Source: an optimization exercise on an open RTL-to-GDS flow (aim: a short achievable clock period and few clock cycles). Production flows keep margins and buffers that such runs may drop.
Function was checked by simulation only, so behaviour that the tests miss may differ from the original.

[design/flow/design.v]
`timescale 1ns / 1ps
`timescale 1ns / 1ps
 `timescale 1ns / 1ps
module DIVIDER #(parameter STEPS = 8) (
    input clk,
    input rst,
    input start,
    input sgn,
    input [31:0] a,
    input [31:0] b,
    output reg [2:0] cnt,
    output done,
    output [31:0] hi,
    output [31:0] lo
    );
    localparam CYC = 32 / STEPS;
    reg [31:0] R, Q, Dv;
    reg negq, negr;
    reg [31:0] r_n, q_n;
    reg [32:0] sh, df;
    integer k;
    always @(*) begin
        r_n = R;
        q_n = Q;
        for (k = 0; k < STEPS; k = k + 1) begin
            sh = {r_n, q_n[31]};
            df = sh - {1'b0, Dv};
            q_n = {q_n[30:0], ~df[32]};
            r_n = df[32] ? sh[31:0] : df[31:0];
        end
    end
    assign done = (cnt == 3'd1);
    assign lo = negq ? (~q_n + 32'd1) : q_n;
    assign hi = negr ? (~r_n + 32'd1) : r_n;
    always @(posedge clk) begin
        if (rst) begin
            cnt <= 3'd0;
        end else if (start) begin
            cnt <= CYC;
        end else if (cnt != 3'd0) begin
            cnt <= cnt - 3'd1;
        end
        if (start) begin
            R <= 32'h0;
            Q <= (sgn & a[31]) ? (~a + 32'd1) : a;
            Dv <= (sgn & b[31]) ? (~b + 32'd1) : b;
            negq <= sgn & (a[31] ^ b[31]) & (b != 32'h0);
            negr <= sgn & a[31];
        end else begin
            R <= r_n;
            Q <= q_n;
        end
    end
endmodule
module mul32(input [31:0] a, input [31:0] b, input sgn, output [63:0] p);
  wire sa = sgn & a[31];
  wire sb = sgn & b[31];
  wire [63:0] t0 = {32'b0, a & {32{b[0]}}} << 0;
  wire [63:0] t1 = {32'b0, a & {32{b[1]}}} << 1;
  wire [63:0] t2 = {32'b0, a & {32{b[2]}}} << 2;
  wire [63:0] t3 = {32'b0, a & {32{b[3]}}} << 3;
  wire [63:0] t4 = {32'b0, a & {32{b[4]}}} << 4;
  wire [63:0] t5 = {32'b0, a & {32{b[5]}}} << 5;
  wire [63:0] t6 = {32'b0, a & {32{b[6]}}} << 6;
  wire [63:0] t7 = {32'b0, a & {32{b[7]}}} << 7;
  wire [63:0] t8 = {32'b0, a & {32{b[8]}}} << 8;
  wire [63:0] t9 = {32'b0, a & {32{b[9]}}} << 9;
  wire [63:0] t10 = {32'b0, a & {32{b[10]}}} << 10;
  wire [63:0] t11 = {32'b0, a & {32{b[11]}}} << 11;
  wire [63:0] t12 = {32'b0, a & {32{b[12]}}} << 12;
  wire [63:0] t13 = {32'b0, a & {32{b[13]}}} << 13;
  wire [63:0] t14 = {32'b0, a & {32{b[14]}}} << 14;
  wire [63:0] t15 = {32'b0, a & {32{b[15]}}} << 15;
  wire [63:0] t16 = {32'b0, a & {32{b[16]}}} << 16;
  wire [63:0] t17 = {32'b0, a & {32{b[17]}}} << 17;
  wire [63:0] t18 = {32'b0, a & {32{b[18]}}} << 18;
  wire [63:0] t19 = {32'b0, a & {32{b[19]}}} << 19;
  wire [63:0] t20 = {32'b0, a & {32{b[20]}}} << 20;
  wire [63:0] t21 = {32'b0, a & {32{b[21]}}} << 21;
  wire [63:0] t22 = {32'b0, a & {32{b[22]}}} << 22;
  wire [63:0] t23 = {32'b0, a & {32{b[23]}}} << 23;
  wire [63:0] t24 = {32'b0, a & {32{b[24]}}} << 24;
  wire [63:0] t25 = {32'b0, a & {32{b[25]}}} << 25;
  wire [63:0] t26 = {32'b0, a & {32{b[26]}}} << 26;
  wire [63:0] t27 = {32'b0, a & {32{b[27]}}} << 27;
  wire [63:0] t28 = {32'b0, a & {32{b[28]}}} << 28;
  wire [63:0] t29 = {32'b0, a & {32{b[29]}}} << 29;
  wire [63:0] t30 = {32'b0, a & {32{b[30]}}} << 30;
  wire [63:0] t31 = {32'b0, a & {32{b[31]}}} << 31;
  wire [63:0] t32 = sa ? {~b, 32'b0} : 64'b0;
  wire [63:0] t33 = sb ? {~a, 32'b0} : 64'b0;
  wire [63:0] t34 = {30'b0, sa & sb, sa ^ sb, 32'b0};
  wire [63:0] t35 = t0 ^ t1 ^ t2;
  wire [63:0] t36 = {((t0 & t1) | (t0 & t2) | (t1 & t2)), 1'b0};
  wire [63:0] t37 = t3 ^ t4 ^ t5;
  wire [63:0] t38 = {((t3 & t4) | (t3 & t5) | (t4 & t5)), 1'b0};
  wire [63:0] t39 = t6 ^ t7 ^ t8;
  wire [63:0] t40 = {((t6 & t7) | (t6 & t8) | (t7 & t8)), 1'b0};
  wire [63:0] t41 = t9 ^ t10 ^ t11;
  wire [63:0] t42 = {((t9 & t10) | (t9 & t11) | (t10 & t11)), 1'b0};
  wire [63:0] t43 = t12 ^ t13 ^ t14;
  wire [63:0] t44 = {((t12 & t13) | (t12 & t14) | (t13 & t14)), 1'b0};
  wire [63:0] t45 = t15 ^ t16 ^ t17;
  wire [63:0] t46 = {((t15 & t16) | (t15 & t17) | (t16 & t17)), 1'b0};
  wire [63:0] t47 = t18 ^ t19 ^ t20;
  wire [63:0] t48 = {((t18 & t19) | (t18 & t20) | (t19 & t20)), 1'b0};
  wire [63:0] t49 = t21 ^ t22 ^ t23;
  wire [63:0] t50 = {((t21 & t22) | (t21 & t23) | (t22 & t23)), 1'b0};
  wire [63:0] t51 = t24 ^ t25 ^ t26;
  wire [63:0] t52 = {((t24 & t25) | (t24 & t26) | (t25 & t26)), 1'b0};
  wire [63:0] t53 = t27 ^ t28 ^ t29;
  wire [63:0] t54 = {((t27 & t28) | (t27 & t29) | (t28 & t29)), 1'b0};
  wire [63:0] t55 = t30 ^ t31 ^ t32;
  wire [63:0] t56 = {((t30 & t31) | (t30 & t32) | (t31 & t32)), 1'b0};
  wire [63:0] t57 = t35 ^ t36 ^ t37;
  wire [63:0] t58 = {((t35 & t36) | (t35 & t37) | (t36 & t37)), 1'b0};
  wire [63:0] t59 = t38 ^ t39 ^ t40;
  wire [63:0] t60 = {((t38 & t39) | (t38 & t40) | (t39 & t40)), 1'b0};
  wire [63:0] t61 = t41 ^ t42 ^ t43;
  wire [63:0] t62 = {((t41 & t42) | (t41 & t43) | (t42 & t43)), 1'b0};
  wire [63:0] t63 = t44 ^ t45 ^ t46;
  wire [63:0] t64 = {((t44 & t45) | (t44 & t46) | (t45 & t46)), 1'b0};
  wire [63:0] t65 = t47 ^ t48 ^ t49;
  wire [63:0] t66 = {((t47 & t48) | (t47 & t49) | (t48 & t49)), 1'b0};
  wire [63:0] t67 = t50 ^ t51 ^ t52;
  wire [63:0] t68 = {((t50 & t51) | (t50 & t52) | (t51 & t52)), 1'b0};
  wire [63:0] t69 = t53 ^ t54 ^ t55;
  wire [63:0] t70 = {((t53 & t54) | (t53 & t55) | (t54 & t55)), 1'b0};
  wire [63:0] t71 = t56 ^ t33 ^ t34;
  wire [63:0] t72 = {((t56 & t33) | (t56 & t34) | (t33 & t34)), 1'b0};
  wire [63:0] t73 = t57 ^ t58 ^ t59;
  wire [63:0] t74 = {((t57 & t58) | (t57 & t59) | (t58 & t59)), 1'b0};
  wire [63:0] t75 = t60 ^ t61 ^ t62;
  wire [63:0] t76 = {((t60 & t61) | (t60 & t62) | (t61 & t62)), 1'b0};
  wire [63:0] t77 = t63 ^ t64 ^ t65;
  wire [63:0] t78 = {((t63 & t64) | (t63 & t65) | (t64 & t65)), 1'b0};
  wire [63:0] t79 = t66 ^ t67 ^ t68;
  wire [63:0] t80 = {((t66 & t67) | (t66 & t68) | (t67 & t68)), 1'b0};
  wire [63:0] t81 = t69 ^ t70 ^ t71;
  wire [63:0] t82 = {((t69 & t70) | (t69 & t71) | (t70 & t71)), 1'b0};
  wire [63:0] t83 = t73 ^ t74 ^ t75;
  wire [63:0] t84 = {((t73 & t74) | (t73 & t75) | (t74 & t75)), 1'b0};
  wire [63:0] t85 = t76 ^ t77 ^ t78;
  wire [63:0] t86 = {((t76 & t77) | (t76 & t78) | (t77 & t78)), 1'b0};
  wire [63:0] t87 = t79 ^ t80 ^ t81;
  wire [63:0] t88 = {((t79 & t80) | (t79 & t81) | (t80 & t81)), 1'b0};
  wire [63:0] t89 = t83 ^ t84 ^ t85;
  wire [63:0] t90 = {((t83 & t84) | (t83 & t85) | (t84 & t85)), 1'b0};
  wire [63:0] t91 = t86 ^ t87 ^ t88;
  wire [63:0] t92 = {((t86 & t87) | (t86 & t88) | (t87 & t88)), 1'b0};
  wire [63:0] t93 = t89 ^ t90 ^ t91;
  wire [63:0] t94 = {((t89 & t90) | (t89 & t91) | (t90 & t91)), 1'b0};
  wire [63:0] t95 = t92 ^ t82 ^ t72;
  wire [63:0] t96 = {((t92 & t82) | (t92 & t72) | (t82 & t72)), 1'b0};
  wire [63:0] t97 = t93 ^ t94 ^ t95;
  wire [63:0] t98 = {((t93 & t94) | (t93 & t95) | (t94 & t95)), 1'b0};
  wire [63:0] t99 = t97 ^ t98 ^ t96;
  wire [63:0] t100 = {((t97 & t98) | (t97 & t96) | (t98 & t96)), 1'b0};
  assign p = t99 + t100;
endmodule
`timescale 1ns / 1ps
 `timescale 1ns / 1ps
module mips(
    input clk,
    input reset,
    input [31:0] i_inst_rdata,
    input [31:0] m_data_rdata,
    output [31:0] i_inst_addr,
    output [31:0] m_data_addr,
    output [31:0] m_data_wdata,
    output [3 :0] m_data_byteen,
    output [31:0] m_inst_addr,
    output w_grf_we,
    output [4:0] w_grf_addr,
    output [31:0] w_grf_wdata,
    output [31:0] w_inst_addr
    );
    reg rst;
    always @(posedge clk) rst <= reset;
    reg [31:0] F_PC;
    reg [31:0] D_PC, D_instr;
    reg [31:0] E_PC, E_A, E_B, E_link;
    reg [4:0]  E_dst, E_sa;
    reg        E_fwdA, E_fwdB;         
    reg        E_load, E_shv;
    reg [3:0]  E_aluop;
    reg [1:0]  E_rsel;                 
    reg        E_mult, E_div, E_sgn, E_mthi, E_mtlo;
    reg [31:0] E_addr, E_wdata;
    reg [3:0]  E_be;
    reg [2:0]  E_lsop;                 
    reg [31:0] M_PC, M_res, M_raw;
    reg [4:0]  M_dst;
    reg        M_load;
    reg [2:0]  M_lsop;
    reg [1:0]  M_alo;
    reg        W_we;
    reg [4:0]  W_dst;
    reg [31:0] W_data, W_PC;
    reg [31:0] HI, LO;
    wire [5:0] op = D_instr[31:26];
    wire [5:0] fn = D_instr[5:0];
    wire [4:0] rs = D_instr[25:21];
    wire [4:0] rt = D_instr[20:16];
    wire [4:0] rd = D_instr[15:11];
    wire [15:0] imm = D_instr[15:0];
    wire rtype = (op == 6'b000000);
    wire i_sll  = rtype & (fn == 6'b000000);
    wire i_srl  = rtype & (fn == 6'b000010);
    wire i_sra  = rtype & (fn == 6'b000011);
    wire i_sllv = rtype & (fn == 6'b000100);
    wire i_srlv = rtype & (fn == 6'b000110);
    wire i_srav = rtype & (fn == 6'b000111);
    wire i_jr   = rtype & (fn == 6'b001000);
    wire i_jalr = rtype & (fn == 6'b001001);
    wire i_mfhi = rtype & (fn == 6'b010000);
    wire i_mthi = rtype & (fn == 6'b010001);
    wire i_mflo = rtype & (fn == 6'b010010);
    wire i_mtlo = rtype & (fn == 6'b010011);
    wire i_mult = rtype & (fn == 6'b011000);
    wire i_multu= rtype & (fn == 6'b011001);
    wire i_div  = rtype & (fn == 6'b011010);
    wire i_divu = rtype & (fn == 6'b011011);
    wire i_add  = rtype & (fn == 6'b100000 || fn == 6'b100001);
    wire i_sub  = rtype & (fn == 6'b100010 || fn == 6'b100011);
    wire i_and  = rtype & (fn == 6'b100100);
    wire i_or   = rtype & (fn == 6'b100101);
    wire i_xor  = rtype & (fn == 6'b100110);
    wire i_nor  = rtype & (fn == 6'b100111);
    wire i_slt  = rtype & (fn == 6'b101010);
    wire i_sltu = rtype & (fn == 6'b101011);
    wire i_regimm = (op == 6'b000001);
    wire i_bltz = i_regimm & ~rt[0];
    wire i_bgez = i_regimm &  rt[0];
    wire i_j    = (op == 6'b000010);
    wire i_jal  = (op == 6'b000011);
    wire i_beq  = (op == 6'b000100);
    wire i_bne  = (op == 6'b000101);
    wire i_blez = (op == 6'b000110);
    wire i_bgtz = (op == 6'b000111);
    wire i_addi = (op == 6'b001000) | (op == 6'b001001);
    wire i_slti = (op == 6'b001010);
    wire i_sltiu= (op == 6'b001011);
    wire i_andi = (op == 6'b001100);
    wire i_ori  = (op == 6'b001101);
    wire i_xori = (op == 6'b001110);
    wire i_lui  = (op == 6'b001111);
    wire i_lb   = (op == 6'b100000);
    wire i_lh   = (op == 6'b100001);
    wire i_lw   = (op == 6'b100011);
    wire i_lbu  = (op == 6'b100100);
    wire i_lhu  = (op == 6'b100101);
    wire i_sb   = (op == 6'b101000);
    wire i_sh   = (op == 6'b101001);
    wire i_sw   = (op == 6'b101011);
    wire d_load  = i_lb | i_lh | i_lw | i_lbu | i_lhu;
    wire d_store = i_sb | i_sh | i_sw;
    wire d_branch = i_beq | i_bne | i_blez | i_bgtz | i_bltz | i_bgez;
    wire d_mdu = i_mult | i_multu | i_div | i_divu | i_mfhi | i_mflo | i_mthi | i_mtlo;
    wire d_imm = i_addi | i_slti | i_sltiu | i_andi | i_ori | i_xori | i_lui;
    wire d_alur = i_sll | i_srl | i_sra | i_sllv | i_srlv | i_srav | i_add | i_sub |
                  i_and | i_or | i_xor | i_nor | i_slt | i_sltu;
    wire [4:0] d_dst = (d_alur | i_mfhi | i_mflo | i_jalr) ? rd :
                       (d_imm | d_load) ? rt :
                       i_jal ? 5'd31 : 5'd0;
    wire rs_early = d_branch | i_jr | i_jalr | d_load | d_store;
    wire rt_early = i_beq | i_bne | d_store;
    wire rs_late = d_alur | d_imm | i_mult | i_multu | i_div | i_divu | i_mthi | i_mtlo;
    wire rt_late = d_alur | i_mult | i_multu | i_div | i_divu;
    reg [31:0] grf [1:31];
    wire [31:0] M_final;
    integer gi;
    always @(posedge clk) begin
        if (rst) begin
            for (gi = 1; gi < 32; gi = gi + 1) grf[gi] <= 32'h0;
        end else if (M_dst != 5'd0) begin
            grf[M_dst] <= M_final;
        end
    end
    wire [31:0] grf_rs = (rs == 5'd0) ? 32'h0 : grf[rs];
    wire [31:0] grf_rt = (rt == 5'd0) ? 32'h0 : grf[rt];
    wire [31:0] eA = E_fwdA ? M_final : E_A;
    wire [31:0] eB = E_fwdB ? M_final : E_B;
    wire [4:0]  e_sa = E_shv ? eA[4:0] : E_sa;
    wire [32:0] e_sum = {1'b0, eA} + {1'b0, (E_aluop == 4'd1) ? ~eB : eB} + {32'b0, (E_aluop == 4'd1)};
    wire [32:0] e_dif = {1'b0, eA} + {1'b0, ~eB} + 33'd1;
    wire e_ltu = ~e_dif[32];
    wire e_lts = (eA[31] ^ eB[31]) ? eA[31] : e_dif[31];
    wire [31:0] e_sra = $signed(eB) >>> e_sa;
    reg  [31:0] e_alu;
    always @(*) begin
        case (E_aluop)
            4'd0: e_alu = e_sum[31:0];             
            4'd1: e_alu = e_sum[31:0];             
            4'd2: e_alu = eA & eB;
            4'd3: e_alu = eA | eB;
            4'd4: e_alu = eA ^ eB;
            4'd5: e_alu = ~(eA | eB);
            4'd6: e_alu = {31'b0, e_lts};
            4'd7: e_alu = {31'b0, e_ltu};
            4'd8: e_alu = eB << e_sa;
            4'd9: e_alu = eB >> e_sa;
            4'd10: e_alu = e_sra;
            default: e_alu = e_sum[31:0];
        endcase
    end
    wire [31:0] E_result = (E_rsel == 2'd1) ? HI :
                           (E_rsel == 2'd2) ? LO :
                           (E_rsel == 2'd3) ? E_link : e_alu;
    wire [63:0] e_prod;
    mul32 u_mul (.a(eA), .b(eB), .sgn(E_sgn), .p(e_prod));
    wire [31:0] div_hi, div_lo;
    wire div_done;
    wire [2:0] div_cnt;
    DIVIDER u_div (.clk(clk), .rst(rst), .start(E_div), .sgn(E_sgn), .a(eA), .b(eB),
                   .cnt(div_cnt), .done(div_done), .hi(div_hi), .lo(div_lo));
    always @(posedge clk) begin
        if (rst) begin
            HI <= 32'h0;
            LO <= 32'h0;
        end else if (E_mult) begin
            HI <= e_prod[63:32];
            LO <= e_prod[31:0];
        end else if (div_done) begin
            HI <= div_hi;
            LO <= div_lo;
        end else if (E_mthi) begin
            HI <= eA;
        end else if (E_mtlo) begin
            LO <= eA;
        end
    end
    wire [15:0] m_half = M_alo[1] ? M_raw[31:16] : M_raw[15:0];
    wire [7:0]  m_byte = M_alo[0] ? m_half[15:8] : m_half[7:0];
    wire [31:0] m_ld = (M_lsop[1:0] == 2'd0) ? M_raw :
                       (M_lsop[1:0] == 2'd1) ? {{16{M_lsop[2] & m_half[15]}}, m_half} :
                                               {{24{M_lsop[2] & m_byte[7]}}, m_byte};
    assign M_final = M_load ? m_ld : M_res;
    wire e_hit_rs = (E_dst != 5'd0) && (E_dst == rs);
    wire e_hit_rt = (E_dst != 5'd0) && (E_dst == rt);
    wire m_hit_rs = (M_dst != 5'd0) && (M_dst == rs);
    wire m_hit_rt = (M_dst != 5'd0) && (M_dst == rt);
    wire [31:0] rs_v = e_hit_rs ? E_result : m_hit_rs ? M_final : grf_rs;
    wire [31:0] rt_v = e_hit_rt ? E_result : m_hit_rt ? M_final : grf_rt;
    wire stall_ld = E_load && ((rs_early && e_hit_rs) || (rt_early && e_hit_rt));
    wire stall_md = d_mdu && (E_div || (div_cnt > 3'd1));
    wire stall = stall_ld | stall_md;
    wire b_eq = (rs_v == rt_v);
    wire b_z  = (rs_v == 32'h0);
    wire b_n  = rs_v[31];
    wire taken = (i_beq & b_eq) | (i_bne & ~b_eq) | (i_blez & (b_n | b_z)) |
                 (i_bgtz & ~b_n & ~b_z) | (i_bltz & b_n) | (i_bgez & ~b_n);
    wire [31:0] simm = {{16{imm[15]}}, imm};
    wire [31:0] d_pc4 = D_PC + 32'd4;
    wire [31:0] b_tgt = d_pc4 + {simm[29:0], 2'b00};
    wire [31:0] j_tgt = {d_pc4[31:28], D_instr[25:0], 2'b00};
    wire [31:0] npc = taken ? b_tgt :
                      (i_j | i_jal) ? j_tgt :
                      (i_jr | i_jalr) ? rs_v :
                      F_PC + 32'd4;
    wire [31:0] d_addr = rs_v + simm;
    wire [3:0] d_be = ~d_store ? 4'b0000 :
                      i_sw ? 4'b1111 :
                      i_sh ? (d_addr[1] ? 4'b1100 : 4'b0011) :
                      (4'b0001 << d_addr[1:0]);
    wire [31:0] d_wdata = i_sw ? rt_v : i_sh ? {rt_v[15:0], rt_v[15:0]} : {4{rt_v[7:0]}};
    wire [3:0] d_aluop = i_sub ? 4'd1 :
                         (i_and | i_andi) ? 4'd2 :
                         (i_or | i_ori | i_lui) ? 4'd3 :
                         (i_xor | i_xori) ? 4'd4 :
                         i_nor ? 4'd5 :
                         (i_slt | i_slti) ? 4'd6 :
                         (i_sltu | i_sltiu) ? 4'd7 :
                         (i_sll | i_sllv) ? 4'd8 :
                         (i_srl | i_srlv) ? 4'd9 :
                         (i_sra | i_srav) ? 4'd10 : 4'd0;
    wire [31:0] d_immv = i_lui ? {imm, 16'h0} :
                         (i_andi | i_ori | i_xori) ? {16'h0, imm} : simm;
    always @(posedge clk) begin
        if (rst) begin
            F_PC <= 32'h0000_3000;
            D_PC <= 32'h0000_3000;
            D_instr <= 32'h0;
        end else if (!stall) begin
            F_PC <= npc;
            D_PC <= F_PC;
            D_instr <= i_inst_rdata;
        end
    end
    always @(posedge clk) begin
        if (rst || stall) begin
            E_dst <= 5'd0;
            E_load <= 1'b0;
            E_mult <= 1'b0;
            E_div <= 1'b0;
            E_mthi <= 1'b0;
            E_mtlo <= 1'b0;
            E_lsop <= 3'b0;
        end else begin
            E_dst <= d_dst;
            E_load <= d_load;
            E_mult <= i_mult | i_multu;
            E_div <= i_div | i_divu;
            E_mthi <= i_mthi;
            E_mtlo <= i_mtlo;
            E_lsop <= {i_lb | i_lh, i_lb | i_lbu | i_sb, i_lh | i_lhu | i_sh};
        end
        if (reset || rst || stall) E_be <= 4'b0;
        else E_be <= d_be;
        E_PC <= D_PC;
        E_A <= rs_v;
        E_B <= d_imm ? d_immv : rt_v;
        E_link <= D_PC + 32'd8;
        E_sa <= D_instr[10:6];
        E_shv <= i_sllv | i_srlv | i_srav;
        E_fwdA <= E_load && e_hit_rs && rs_late;
        E_fwdB <= E_load && e_hit_rt && rt_late;
        E_aluop <= d_aluop;
        E_rsel <= i_mfhi ? 2'd1 : i_mflo ? 2'd2 : (i_jal | i_jalr) ? 2'd3 : 2'd0;
        E_sgn <= i_mult | i_div;
        E_addr <= d_addr;
        E_wdata <= d_wdata;
    end
    always @(posedge clk) begin
        if (rst) begin
            M_dst <= 5'd0;
            M_load <= 1'b0;
        end else begin
            M_dst <= E_dst;
            M_load <= E_load;
        end
        M_PC <= E_PC;
        M_res <= E_result;
        M_raw <= m_data_rdata;
        M_lsop <= E_lsop;
        M_alo <= E_addr[1:0];
    end
    always @(posedge clk) begin
        if (reset || rst) W_we <= 1'b0;
        else W_we <= (M_dst != 5'd0);
        W_dst <= M_dst;
        W_data <= M_final;
        W_PC <= M_PC;
    end
    assign i_inst_addr = F_PC;
    assign m_data_addr = E_addr;
    assign m_data_wdata = E_wdata;
    assign m_data_byteen = E_be;
    assign m_inst_addr = E_PC;
    assign w_grf_we = W_we;
    assign w_grf_addr = W_dst;
    assign w_grf_wdata = W_data;
    assign w_inst_addr = W_PC;
endmodule
[design/flow/run.sh]
#!/bin/bash
# synth_recipe.tcl (not shown) runs the flow's synth.tcl, then flattens the netlist and writes it again
# the make line also repeats each setting of config.mk as NAME=value (left out here)
make -C /OpenROAD-flow-scripts/flow DESIGN_CONFIG=/design/flow/config.mk WORK_HOME=/design/flow/orfs CLKGATE_MAP_FILE= SYNTH_SCRIPT=/design/flow/synth_recipe.tcl finish
[design/flow/config.mk]
export PLATFORM = sky130hd
export DESIGN_NAME = mips
export DESIGN_NICKNAME = mips
export VERILOG_FILES = /design/flow/design.v
export SDC_FILE = /design/flow/constraint.sdc
export NUM_CORES = 4
export LEC_CHECK = 0
export CAP_MARGIN = 20
export CORE_MARGIN = 2
export CORE_UTILIZATION = 30
export SLEW_MARGIN = 20
[design/flow/constraint.sdc]
create_clock -name core_clock -period 180.0 [get_ports {clk}]
set_input_delay 36.0000 -clock core_clock [delete_from_list [all_inputs] [get_ports {clk}]]
set_output_delay 36.0000 -clock core_clock [all_outputs]
set_load 0.01 [all_outputs]
==> results.cfg, run 1 <==
[worst_setup_path]
required_ns = 144.00
arrival_ns = 2.04
path_buf_inv = 1
crit_family = buffers and inverters
path_cells = clkdlybuf4s50_1
cpPeakStageDelay_ns = 0.63
worstPathMaxFanout = 8
path_class = flop to output port
critPathCaptureType = output port
critPathLaunchType = flop
slowest_stage = clkdlybuf4s50_1

[yosys]
synth_cells = 14500
seq_area_frac_synth_pct = 31.3
yosysTopAreaCellShare_pct = 22.4
yosysWarnings = 2
ys_types = 121
synth-async-reset-ratio_pct = 0
ys_top_cells_by_area = edfxtp_1 22%, fa_1 14%, mux4_2 10%
synthFlopType = edfxtp_1
synth_edf_count = 1058
ys_ff_latch = 1694
synth.avg_cell_area_um2 = 9.79
syn_area_um2 = 142000
synth_top_area_cell = edfxtp_1

[global_routing]
grt_usage_pct = 27.6
grt_pass1_vias = 118000
grt_pass1_wl_um = 937000
overflow = 0
grt_max_degree = 114
antenna_found_initial = 89

[clock_tree]
insertion_delay_ns = 0.98
clockBufferDepth = 4
cts_tree = yes
cts_buffers = 198
cts_setup_buffers = 0
clockRootBuffer = clkbuf_16
cts_hold_buf = 0
clock_sinks = 1694
post_cts_resized = 0
clkTransAtPathRegs_ns = 0.06
cts-htree-levels = 4

[drt]
dr.pass1.iters = 9
vias = 123000
drc = 0
wl_um = 678000
ant_nets = 0
wl_per_cell_um = 32.5
drt_iter0_drc = 18800
viasPerCell = 5.87

[cells_and_area]
nFillCells = 47800
areaGrowthSynthToFinish_pct = 12.6
regArea_um2 = 44600
regMostFlops = grf
final_core_util_pct = 33.9
final_common_cell = nor2_1
final_cell_mix = 2,537 x nor2_1, 1,333 x inv_1, 1,058 x edfxtp_1
fin_nets = 16200
largest_register_ffs = 1024
multiInputGateArea_um2 = 89300
final_layout_size_suffix_gt1_share_pct = 12.5

[floorplan]
initial_utilization_pct = 30.1
rows = 252
die_w_um = 692
die-area_um2 = 479000
coreArea_um2 = 471000
io_pins = 268
die_h_um = 692

[sta]
skew_ns = 0.113
finalCritPeriodShare_pct = 21.1
final-setup-viol-count = 0
fin_tns_setup_ns = 0
maxSlewHeadroom_pct = 3.08
hold_viol_final = 0
rsz0062_at_grt = no
period_needed_ns = 38.04
clock.fmax_ghz = 0.0263
tightest_slew_ns = 1.41
drv_slew = 0

[outcome]
status = timing/DRC/antenna clean

[place]
place_hpwl_um = 490000
port_buffers = 267
gp_congestion = 1.05

[flow_run]
maxCapViolations = 0

[hold_path]
hold_path.class = flop to flop
==> synthesized netlist by cell type (all sizes together), types with 85 or more instances <==
cell type / number
nor2: 2550
inv: 1357
edfxtp: 1058
nand2: 1010
fa: 980
a21oi: 739
clkbuf: 725
ha: 704
mux4: 648
dfxtp: 636
o21ai: 438
xnor2: 436
buf: 281
nand3: 208
a21o: 199
xor2: 197
mux2i: 184
nor3: 183
a211oi: 147
a31oi: 123
o211ai: 113
nand2b: 107
nor2b: 101
o21a: 85
==> final timing paths <==
check / from / to / slack [ns] / cells past startpoint
max: F_PC[4]$_SDFFE_PP0N_ / i_inst_addr[4] / 141.96 / 1
min: M_PC[20]$_DFF_P_ / W_PC[20]$_DFF_P_ / 0.32 / 0
max reg2reg: u_div.Dv[0]$_DFFE_PP_ / HI[26]$_SDFFE_PP0P_ / 142.64 / 136
min reg2reg: M_PC[20]$_DFF_P_ / W_PC[20]$_DFF_P_ / 0.32 / 0
==> cell families (layout without fill, tap and decap cells) <==
group / after synthesis / count (layout) / synth area share, %
mux: 902 / 902 / 12.1
flops: 1694 / 1694 / 31.3
xor+xnor: 633 / 633 / 3.91
fa+ha+maj: 1684 / 1684 / 20.0
other cells: 1 / 82 / 0.00264
simple gates: 4600 / 4600 / 13.8
buf+inv: 2370 / 2455 / 6.38
compound gates: 2614 / 2614 / 12.4
==> metal layers <==
layer	global-route usage (%)	wire length, µm	vias up
li1	-	-	50400
met1	35.5	256000	61500
met2	40.2	282000	8746
met3	9.20	91200	1809
met4	16.2	49300	52
met5	0.0700	346	-
==> layout make-up <==
cell class / count / share of cell area, %
Antenna cell: 50 / 0.0783
Clock buffer: 254 / 3.42
Clock inverter: 114 / 0.796
Inverter: 1364 / 3.20
Multi-Input combinational cell: 10500 / 55.9
Sequential cell: 1694 / 27.9
Tap cell: 6223 / 4.87
Timing Repair Buffer: 723 / 3.86
==> per-stage QoR <==
stage | setup WS, ns | cells | hold WS [ns] | instance area (µm²)
after floorplan | 143.24 | 14500 | 0.310 | 142000
after global placement | 142.72 | 20500 | 0.312 | 153000
after detailed placement | 142.65 | 20500 | 0.313 | 153000
after CTS | 141.92 | 20800 | 0.315 | 160000
after global routing | 140.68 | 20800 | 0.327 | 160000
final | 141.96 | 20900 | 0.324 | 160000
Testbench counts, summed over its fixed seeds: cycles 45,041.
==> run 2, diff against run 1 <==
--- a/design/flow/design.v
+++ b/design/flow/design.v
@@ -314,20 +314,24 @@
     wire [2:0] div_cnt;
     DIVIDER u_div (.clk(clk), .rst(rst), .start(E_div), .sgn(E_sgn), .a(eA), .b(eB),
                    .cnt(div_cnt), .done(div_done), .hi(div_hi), .lo(div_lo));
+    reg hi_pend, lo_pend;
     always @(posedge clk) begin
         if (rst) begin
             HI <= 32'h0;
             LO <= 32'h0;
-        end else if (E_mult) begin
-            HI <= e_prod[63:32];
-            LO <= e_prod[31:0];
-        end else if (div_done) begin
-            HI <= div_hi;
-            LO <= div_lo;
-        end else if (E_mthi) begin
-            HI <= eA;
-        end else if (E_mtlo) begin
-            LO <= eA;
+            hi_pend <= 1'b0;
+            lo_pend <= 1'b0;
+        end else begin
+            if (E_mult) HI <= e_prod[63:32];
+            else if (E_mthi) HI <= eA;
+            else if (div_done && hi_pend) HI <= div_hi;
+            if (E_mult) LO <= e_prod[31:0];
+            else if (E_mtlo) LO <= eA;
+            else if (div_done && lo_pend) LO <= div_lo;
+            if (E_div) hi_pend <= 1'b1;
+            else if (E_mult || E_mthi || div_done) hi_pend <= 1'b0;
+            if (E_div) lo_pend <= 1'b1;
+            else if (E_mult || E_mtlo || div_done) lo_pend <= 1'b0;
         end
     end
     wire [15:0] m_half = M_alo[1] ? M_raw[31:16] : M_raw[15:0];
@@ -343,7 +347,8 @@
     wire [31:0] rs_v = e_hit_rs ? E_result : m_hit_rs ? M_final : grf_rs;
     wire [31:0] rt_v = e_hit_rt ? E_result : m_hit_rt ? M_final : grf_rt;
     wire stall_ld = E_load && ((rs_early && e_hit_rs) || (rt_early && e_hit_rt));
-    wire stall_md = d_mdu && (E_div || (div_cnt > 3'd1));
+    wire stall_md = (i_mfhi && (E_div || (hi_pend && div_cnt > 3'd1))) ||
+                    (i_mflo && (E_div || (lo_pend && div_cnt > 3'd1)));
     wire stall = stall_ld | stall_md;
     wire b_eq = (rs_v == rt_v);
     wire b_z  = (rs_v == 32'h0);
==> results.cfg, run 2 <==
[place]
port_buffers = 267
place_hpwl_um = 432000
gp_congestion = 1.02

[drt]
drc = 0
wl_per_cell_um = 29.4
drt_iter0_drc = 15300
ant_nets = 0
wl_um = 604000
dr.pass1.iters = 8
vias = 118000
viasPerCell = 5.75

[floorplan]
rows = 251
coreArea_um2 = 467000
die_h_um = 688
die-area_um2 = 474000
io_pins = 268
die_w_um = 688
initial_utilization_pct = 30.1

[sta]
tightest_slew_ns = 1.28
clock.fmax_ghz = 0.0262
rsz0062_at_grt = no
period_needed_ns = 38.12
hold_viol_final = 0
final-setup-viol-count = 0
holdWs_ns = 0.321
maxSlewHeadroom_pct = 13.9
fin_tns_setup_ns = 0
finalCritPeriodShare_pct = 21.2
skew_ns = 0.131
drv_slew = 0

[clock_tree]
cts_buffers = 193
clock_sinks = 1696
insertion_delay_ns = 0.98
cts_hold_buf = 0
cts_tree = yes
clockBufferDepth = 4
cts-htree-levels = 4
clockRootBuffer = clkbuf_16
cts_setup_buffers = 0
clkTransAtPathRegs_ns = 0.06
post_cts_resized = 0

[yosys]
yosysWarnings = 2
synth_cells = 14300
ys_ff_latch = 1696
yosysTopAreaCellShare_pct = 22.6
synth.avg_cell_area_um2 = 9.86
yosysMostFrequentCell = nor2_1
synthTopCellsByCount = 2,488 x nor2_1, 1,337 x inv_1, 1,058 x edfxtp_1, 988 x nand2_1, 980 x fa_1
synth-async-reset-ratio_pct = 0
synthFlopType = edfxtp_1
ys_types = 123
ys_top_cells_by_area = edfxtp_1 23%, fa_1 14%, mux4_2 10%
synth_edf_count = 1058
syn_area_um2 = 141000
synth_top_area_cell = edfxtp_1
seq_area_frac_synth_pct = 31.7

[global_routing]
grt_pass1_vias = 115000
antenna_found_initial = 42
grt_max_degree = 115
overflow = 0
grt_usage_pct = 24.8
grt_pass1_wl_um = 851000

[worst_setup_path]
r2r_start = u_div.Dv[1]$_DFFE_PP_
crit_family = buffers and inverters
path_buf_inv = 1
arrival_ns = 2.12
cpPeakStageDelay_ns = 0.63
worstPathMaxFanout = 9
required_ns = 144.00
critPathLaunchType = flop
critPathCaptureType = output port
slowest_stage = clkdlybuf4s50_1
path_class = flop to output port
path_cells = clkdlybuf4s50_1
critPathLaunch = F_PC[4]$_SDFFE_PP0N_

[cells_and_area]
fin_nets = 15900
regMostFlops = grf
areaGrowthSynthToFinish_pct = 12.2
nFillCells = 47300
final_cell_mix = 2,477 x nor2_1, 1,334 x inv_1, 1,058 x edfxtp_1
final_common_cell = nor2_1
largest_register_ffs = 1024
final_layout_size_suffix_gt1_share_pct = 12.5

[flow_run]
maxCapViolations = 0

[hold_path]
min_from = M_PC[28]$_DFF_P_
hold_path.class = flop to flop

[outcome]
status = timing/DRC/antenna clean
-- run 2: cell count changes after synthesis, moves of 21 or more --
| cell | previous run | this run |
|---|---|---|
| nor2_1 | 2545 | 2488 |
| a22o_1 | 6 | 28 |
| o22ai_1 | 55 | 34 |
| a211oi_1 | 142 | 118 |
| a21oi_1 | 732 | 686 |
| mux2i_1 | 184 | 130 |
| o21a_1 | 85 | 64 |
| o21ai_0 | 415 | 446 |
-- run 2: cell type report --
| type | instances | area (µm²) | area share (%) |
|---|---|---|---|
| multi-input cells | 10200 | 87800 | 55.7 |
| clock buffers | 250 | 5370 | 3.41 |
| clock inverters | 105 | 1060 | 0.675 |
| flip-flops and latches | 1696 | 44600 | 28.3 |
| well taps | 6198 | 7750 | 4.92 |
| diodes | 29 | 72.6 | 0.0460 |
| repair buffers | 693 | 5880 | 3.73 |
| inverters | 1354 | 5080 | 3.22 |
-- run 2: through the flow --
stage / area [µm²] / worst slack, ns / utilization, % / instances
floorplan: 141000 / 143.24 / - / 14300
global placement: 151000 / 142.74 / 32.4 / 20200
detailed placement: 151000 / 142.73 / 32.4 / 20200
CTS: 158000 / 141.86 / 33.7 / 20500
global route: 158000 / 140.55 / 33.7 / 20500
finish: 158000 / 141.88 / 33.8 / 20600
-- run 2: cells by family (layout without fill, tap and decap cells) --
family | count (synthesis) | after routing | share of synthesized area, %
muxes | 872 | 872 | 12.1
adders and majority gates | 1684 | 1684 | 20.2
DFF | 1696 | 1696 | 31.7
xor gates and xnor gates | 617 | 617 | 3.87
buffers and inverters | 2355 | 2402 | 6.41
AOI/OAI and AO/OA | 2508 | 2508 | 11.9
other | 1 | 61 | 0.00267
and+or+nand+nor | 4518 | 4518 | 13.7
-- run 2: final timing paths --
path,to,slack [ns],depth (start not counted)
setup / recovery,i_inst_addr[4],141.88,1
hold / removal,W_PC[28]$_DFF_P_,0.32,0
setup reg to reg,HI[12]$_SDFFE_PP0P_,143.52,136
hold reg to reg,W_PC[28]$_DFF_P_,0.32,0
-- run 2: metal layers --
metal	part of all wire (%)	up-vias	global-route usage, %
li1	-	49300	-
met1	37	59000	30.8
met2	44	7901	38.3
met3	12	1900	6.53
met4	7.7	30	15.6
met5	0.066	-	0.265
Testbench counts of run 2, summed over its fixed seeds: cycles 44,060.

[what the ideal ports hide]
In the flow no input, the clock included, has a driving cell. The finished layouts below were timed again as built, in two steps.
Step 1: set_driving_cell puts a clkbuf_16 on clk and a buf_2 on each other input, an assumption about the parent block.
Step 2, shift: input delay + t, output delay - t, t = (earliest + latest rising clock arrival at the registers) / 2. This alone moves slack from input paths to output paths.
Slacks: ideal ports / drivers / drivers and shift; pairs: ideal ports / drivers.
run	shift t [ns]	setup WS [ns]	worst setup path after step 2	slew at the worst register clock pin (ns)
run 1	1.039	141.962 / 141.859 / 142.641	register to register	0.07 / 0.07
run 2	0.989	141.880 / 141.806 / 142.653	input to register	0.07 / 0.07
After both steps setup and hold are still met in every run listed.
